Source: an optimization exercise on an open RTL-to-GDS flow (aim: small area and a short achievable clock period). Production flows keep margins and buffers that such runs may drop. Where RTL was checked, it was by simulation tests only, not by an equivalence proof against the original.

v27:
==> module line_buffer, before the edit <==
module line_buffer (
    input  wire         clk,
    input  wire         rst,
    input  wire         pixel_valid,
    input  wire [7:0]   pixel_in,
    output wire         window_valid,
    output reg  [143:0] taps
);
    reg [2:0] col;        
    reg [1:0] row;        
    always @(posedge clk) begin
        if (pixel_valid)
            taps <= {taps[135:0], pixel_in};
    end
    always @(posedge clk or posedge rst) begin
        if (rst) begin
            col <= 3'd0;
            row <= 2'd0;
        end else if (pixel_valid) begin
            col <= col + 3'd1;
            if (col == 3'd7 && !row[1])
                row <= row + 2'd1;
        end
    end
    assign window_valid = pixel_valid & row[1] & (col[2] | col[1]);
endmodule
==> module conv_top, before the edit <==
module conv_top (
    input  wire        clk,
    input  wire        rst,
    input  wire        pixel_valid,
    input  wire [7:0]  pixel_in,
    input  wire [71:0] kernel_in,
    output wire signed [15:0] conv_out,
    output wire        conv_valid
);
    reg        pv_q;
    reg [7:0]  pin_q;
    reg [71:0] kq;
    always @(posedge clk) begin
        pv_q  <= pixel_valid;
        pin_q <= pixel_in;
        kq    <= kernel_in;
    end
    wire [143:0] taps;
    wire         window_valid;
    line_buffer u_line_buffer (
        .clk(clk),
        .rst(rst),
        .pixel_valid(pv_q),
        .pixel_in(pin_q),
        .window_valid(window_valid),
        .taps(taps)
    );
    wire [71:0] window = {taps[143:136], taps[135:128], taps[127:120],
                          taps[79:72],   taps[71:64],   taps[63:56],
                          taps[15:8],    taps[7:0],     pin_q};
    conv_core u_core (
        .clk(clk),
        .rst(rst),
        .window_valid(window_valid),
        .px(window),
        .wt(kq),
        .conv_out(conv_out),
        .conv_valid(conv_valid)
    );
endmodule
clock: 11.0 ns
lec_check: 0
cap_margin: 20
core_margin: 2
core_utilization: 65
cts_cluster_diameter: 80
cts_cluster_size: 24
place_density: 0.72
slew_margin: 20
synth_hierarchical: 1
standard.sh (not shown) runs the stock make flow with config.mk's settings and CLKGATE_MAP_FILE= SYNTH_SCRIPT=/design/flow/synth_recipe.tcl, a recipe that flattens the netlist after the stock synthesis.
==> flow/flow/run.sh <==
#!/bin/bash
bash standard.sh BUFFER_PORTS_ARGS="-buffer_cell sky130_fd_sc_hd__buf_2" SETUP_SLACK_MARGIN=7.75 finish > standard.log 2>&1
Modified inputs, v31 compared to v27
diff --git a/flow/design.v b/flow/design.v
--- a/flow/design.v
+++ b/flow/design.v
@@ -1,19 +1,20 @@
 `timescale 1ns/1ps
 module line_buffer (
-    input  wire         clk,
-    input  wire         rst,
-    input  wire         pixel_valid,
-    input  wire [7:0]   pixel_in,
-    output wire         window_valid,
-    output reg  [143:0] taps
+    input  wire        clk,
+    input  wire        rst,
+    input  wire        pixel_valid,
+    input  wire [7:0]  pixel_in,
+    output wire        window_valid,
+    output wire [71:0] window_out    
 );
-    reg [2:0] col;        
-    reg [1:0] row;        
+    reg [143:0] sr;         
+    reg [2:0]   col;        
+    reg [1:0]   row;        
     always @(posedge clk) begin
         if (pixel_valid)
-            taps <= {taps[135:0], pixel_in};
+            sr <= {sr[135:0], pixel_in};
     end
     always @(posedge clk or posedge rst) begin
         if (rst) begin
             col <= 3'd0;
             row <= 2'd0;
@@ -22,10 +23,13 @@
             if (col == 3'd7 && !row[1])
                 row <= row + 2'd1;
         end
     end
     assign window_valid = pixel_valid & row[1] & (col[2] | col[1]);
+    assign window_out = {sr[143:136], sr[135:128], sr[127:120],
+                         sr[79:72],   sr[71:64],   sr[63:56],
+                         sr[15:8],    sr[7:0],     pixel_in};
 endmodule
 `timescale 1ns/1ps
 module conv_core(
     input  wire        clk,
     input  wire        rst,
@@ -3218,23 +3222,20 @@
     always @(posedge clk) begin
         pv_q  <= pixel_valid;
         pin_q <= pixel_in;
         kq    <= kernel_in;
     end
-    wire [143:0] taps;
-    wire         window_valid;
+    wire [71:0] window;
+    wire        window_valid;
     line_buffer u_line_buffer (
         .clk(clk),
         .rst(rst),
         .pixel_valid(pv_q),
         .pixel_in(pin_q),
-        .window_valid(window_valid),
-        .taps(taps)
+        .window_out(window),
+        .window_valid(window_valid)
     );
-    wire [71:0] window = {taps[143:136], taps[135:128], taps[127:120],
-                          taps[79:72],   taps[71:64],   taps[63:56],
-                          taps[15:8],    taps[7:0],     pin_q};
     conv_core u_core (
         .clk(clk),
         .rst(rst),
         .window_valid(window_valid),
         .px(window),
--- outcome ---
Comparing v31 with v27, the share of the final layout cell area in multi-input gates came out essentially unchanged.
Higher area of the mapped netlist was reported by v31, not v27.
First-pass GRT wire length in v31 vs v27: down 1.3 mm
Lower worst setup slack among v31 and v27: v27
Overall overflow remaining after global route: v27 vs v31 identical
Post-synthesis share of cell area spent on and, or, nand and nor gates: lower on v31
Looking only at global-route usage, and setting everything else aside, the higher value of v31 and v27 goes to v27.
v31 — non-clock buffer count 5 lower, v27 as reference
Changes observed in v31 relative to v27: hold slack held; number of cells produced by synthesis went up 72.
[v31 vs v27] core utilization of the finished layout: lower in v31
Final instance area: v31 vs v27 — no meaningful difference
No functional check of the RTL was part of v27.

static timing again, ports no longer ideal:
The flow's constraints put no driver on any port. The routed layouts listed below were extracted and timed again, unchanged, in two steps. Step 1 assumes that a clkbuf_16 drives the clock port and a buf_2 every other input. Step 2, shift: input delay + t, output delay - t, t = (earliest + latest rising clock arrival at the registers) / 2. This alone moves slack from input paths to output paths. Slacks: ideal / step 1 / step 2; pairs: ideal / step 1.
run | t (ns) | slack for setup (ns) | hold WS [ns] | slew at the worst register clock pin (ns) | cell pins on the clock port's net
v27 | 0.635 | 7.705 / 7.650 / 7.816 | 0.335 / 0.335 / 0.335 | 0.10 / 0.10 | 1
v31 | 0.633 | 7.720 / 7.662 / 7.770 | 0.336 / 0.336 / 0.336 | 0.10 / 0.10 | 1
After both steps every run listed still meets setup and hold.
